This is an optimization exercise on Yosys and OpenROAD, whose aim is small area, not a production implementation.

==> flow/design.v <==
module lidar_fa (input wire a, b, c, output wire s, co);
    assign s  = a ^ b ^ c;
    assign co = (a & b) | (a & c) | (b & c);
endmodule
module lidar_ha (input wire a, b, output wire s, co);
    assign s  = a ^ b;
    assign co = a & b;
endmodule
module lidar_ground_segmentation_top #(parameter DATA_WIDTH = 16)(
    input wire clk,
    input wire rst_n,
    input wire data_valid_in,
    input wire [DATA_WIDTH-1:0] raw_z_in,
    input wire [DATA_WIDTH-1:0] raw_r_in,
    output wire segmentation_result,
    output wire result_valid
);
    genvar i;
    reg [3:0] st;
    wire st_inc = ~st[3] & (data_valid_in | (st[2] & st[1]));
    always @(posedge clk or negedge rst_n) begin
        if (!rst_n) st <= 4'd0;
        else if (st_inc) st <= st + 4'd1;
    end
    wire run = st[3] | st[0];
    reg [15:0] p0, p1, p2, p3, p4;
    always @(posedge clk) begin
        if (data_valid_in) begin
            p4 <= p3; p3 <= p2; p2 <= p1; p1 <= p0;
            p0 <= {~raw_z_in[15], raw_z_in[14:0]};
        end
    end
    wire [16:0] u, v;
    wire [16:0] cu, cv;
    lidar_ha hu0 (.a(p1[0]), .b(p3[0]), .s(u[0]), .co(cu[1]));
    lidar_ha hv0 (.a(p0[0]), .b(p4[0]), .s(v[0]), .co(cv[1]));
    generate for (i = 1; i < 16; i = i + 1) begin : g_uv
        lidar_fa fu (.a(p1[i]), .b(p3[i]), .c(cu[i]), .s(u[i]), .co(cu[i+1]));
        lidar_fa fv (.a(p0[i]), .b(p4[i]), .c(cv[i]), .s(v[i]), .co(cv[i+1]));
    end endgenerate
    assign u[16] = cu[16];
    assign v[16] = cv[16];
    wire [19:0] w;
    wire [19:0] cw;
    assign w[0] = v[0];
    assign w[1] = v[1] ^ v[0];
    assign cw[2] = ~(v[1] | v[0]);
    generate for (i = 2; i < 17; i = i + 1) begin : g_w
        lidar_fa fw (.a(u[i-2]), .b(~v[i]), .c(cw[i]), .s(w[i]), .co(cw[i+1]));
    end endgenerate
    lidar_ha hw17 (.a(u[15]), .b(cw[17]), .s(w[17]), .co(cw[18]));
    lidar_ha hw18 (.a(u[16]), .b(cw[18]), .s(w[18]), .co(w[19]));
    wire [20:0] t;
    wire [20:0] ct;
    assign t[0] = w[0];
    lidar_ha ht1 (.a(w[1]), .b(w[0]), .s(t[1]), .co(ct[2]));
    generate for (i = 2; i < 20; i = i + 1) begin : g_t
        lidar_fa ft (.a(w[i]), .b(w[i-1]), .c(ct[i]), .s(t[i]), .co(ct[i+1]));
    end endgenerate
    assign t[20] = w[19] ^ ct[20];
    wire [16:0] z = {p2[15], ~p2[15], p2[14:0]};
    wire [20:0] r17;
    wire [20:0] cr;
    assign r17[3:0] = z[3:0];
    lidar_ha hr4 (.a(z[4]), .b(z[0]), .s(r17[4]), .co(cr[5]));
    generate for (i = 5; i < 17; i = i + 1) begin : g_r
        lidar_fa fr (.a(z[i]), .b(z[i-4]), .c(cr[i]), .s(r17[i]), .co(cr[i+1]));
    end endgenerate
    generate for (i = 17; i < 20; i = i + 1) begin : g_r2
        lidar_ha hr (.a(z[i-4]), .b(cr[i]), .s(r17[i]), .co(cr[i+1]));
    end endgenerate
    assign r17[20] = z[16] ^ cr[20];
    wire [20:5] s;
    wire [21:0] cs;
    assign cs[1] = t[0] & r17[0];
    generate for (i = 1; i < 5; i = i + 1) begin : g_s0
        assign cs[i+1] = (t[i] & r17[i]) | (t[i] & cs[i]) | (r17[i] & cs[i]);
    end endgenerate
    generate for (i = 5; i < 20; i = i + 1) begin : g_s
        lidar_fa fs (.a(t[i]), .b(r17[i]), .c(cs[i]), .s(s[i]), .co(cs[i+1]));
    end endgenerate
    assign s[20] = t[20] ^ r17[20] ^ cs[20];
    wire [15:0] g = s[20:5];
    reg [15:0] a, bn;
    always @(posedge clk) begin
        a  <= g;
        bn <= ~(a & {16{run}});
    end
    wire [15:0] d;
    wire [16:0] cd;
    assign d[0]  = ~(a[0] ^ bn[0]);
    assign cd[1] = a[0] | bn[0];
    generate for (i = 1; i < 16; i = i + 1) begin : g_d
        lidar_fa fd (.a(a[i]), .b(bn[i]), .c(cd[i]), .s(d[i]), .co(cd[i+1]));
    end endgenerate
    wire sgn = (a[15] & bn[15]) | (a[15] & ~cd[15]) | (bn[15] & ~cd[15]);
    wire [12:0] y = d[15:3] ^ {13{sgn}};
    wire inc = sgn & ~(d[2] | d[1] | d[0]);
    wire [12:0] q = y + {12'd0, inc};
    reg [12:0] qn;
    always @(posedge clk) qn <= ~(q & {13{run}});
    reg [15:0] prn;    
    always @(posedge clk) prn <= ~(raw_r_in & {16{run}});
    wire [15:0] dm;    
    wire [16:0] cm;
    lidar_ha hm0 (.a(raw_r_in[0]), .b(prn[0]), .s(dm[0]), .co(cm[1]));
    generate for (i = 1; i < 16; i = i + 1) begin : g_m
        lidar_fa fm (.a(raw_r_in[i]), .b(prn[i]), .c(cm[i]), .s(dm[i]), .co(cm[i+1]));
    end endgenerate
    wire gt = cm[16];                        
    wire [15:0] nq = {3'b111, qn};
    wire [16:0] kp, kn;
    assign kp[0] = 1'b1;
    assign kn[0] = 1'b0;
    generate for (i = 0; i < 16; i = i + 1) begin : g_c
        assign kp[i+1] = (dm[i] & nq[i]) | (kp[i] & (dm[i] | nq[i]));
        assign kn[i+1] = (~dm[i] & nq[i]) | (kn[i] & (~dm[i] | nq[i]));
    end endgenerate
    reg is_ground;
    always @(posedge clk) is_ground <= gt ? kp[16] : kn[16];
    assign segmentation_result = is_ground;
    assign result_valid = st[3];
endmodule
export LEC_CHECK = 0
export CAP_MARGIN = 20
export CORE_MARGIN = 2
export CORE_UTILIZATION = 65
export GPL_TIMING_DRIVEN = 0
export SLEW_MARGIN = 20
export SYNTH_HIERARCHICAL = 1
export SYNTH_MINIMUM_KEEP_SIZE = 0
create_clock -name core_clock -period 10.0 [get_ports {clk}]
standard.sh (not shown) runs the stock make flow with config.mk's settings and CLKGATE_MAP_FILE= SYNTH_SCRIPT=/design/flow/synth_recipe.tcl, a recipe that flattens the netlist after the stock synthesis.
==> flow/flow/run.sh <==
#!/bin/bash
# Standard ORFS layout with smaller port buffers and a clock tree without
# dummy loads. Each step's full output goes to a log file in this folder.
set -euo pipefail
bash standard.sh \
  "BUFFER_PORTS_ARGS=-buffer_cell sky130_fd_sc_hd__buf_1" \
  "CTS_ARGS=-sink_clustering_enable -repair_clock_nets -dont_use_dummy_load -buf_list sky130_fd_sc_hd__clkbuf_8 -sink_clustering_size 30 -sink_clustering_max_diameter 100" \
  finish > standard_flow.log 2>&1
Next try:
Settings changed: CORE_UTILIZATION 65 to 40, GPL_TIMING_DRIVEN 0 to default.
The new run finished with timing, DRC and antenna clean; synthesized cell count is unchanged; routed wire length is higher by 4.2%; cell count is higher by 12%; first-iteration DRC count is lower by 56%.
Next try:
Settings changed: GPL_TIMING_DRIVEN from default to 0.
Outcome:
- global-route usage came out higher by 0.14 points
- wire length hardly moves
- hold slack got worse by 0.0055 ns
- first-iteration DRC count came out higher by 15%
- via count came out lower by 1.0%
Next try:
==> flow/run.sh (new file) <==
#!/bin/bash
# synth_recipe.tcl (not shown) runs the flow's synth.tcl, then flattens the netlist and writes it again
# the make line also repeats each setting of config.mk as NAME=value (left out here)
make -C /OpenROAD-flow-scripts/flow DESIGN_CONFIG=/design/flow/config.mk WORK_HOME=/design/flow/orfs CLKGATE_MAP_FILE= SYNTH_SCRIPT=/design/flow/synth_recipe.tcl finish
Settings changed: GPL_TIMING_DRIVEN 0 to default.
removed: flow/flow/run.sh
removed: flow/standard.sh
Effect: Area after synthesis does not change. Global-route usage hardly moves. Clock skew decreases by 0.013 ns.
Function was not checked in any run of this note: the RTL went through the layout flow alone.

[what the ideal ports hide]
The flow's constraints put no driver on any port. The routed layouts listed below were extracted and timed again, unchanged, in two steps. Step 1 assumes that a clkbuf_16 drives the clock port and a buf_2 every other input. Step 2 moves the port delays by t, midway between the first and last clock arrival at a register: inputs arrive t later, outputs are due t later. That takes back most of the time a late clock gives input paths. a / b / c = no drivers / after step 1 / after step 2; a / b = the first two.
| run | shift t [ns] | setup WS [ns] | slew at the worst register clock pin (ns) |
|---|---|---|---|
| the first run | 0.481 | 0.278 / 0.278 / 0.278 | 0.09 / 0.09 |
| the second run | 0.468 | 0.293 / 0.293 / 0.293 | 0.08 / 0.08 |
| the third run | 0.465 | 0.314 / 0.314 / 0.314 | 0.08 / 0.08 |
| the fourth run | 0.454 | 0.267 / 0.267 / 0.267 | 0.06 / 0.06 |
After both steps every run listed still meets setup and hold.
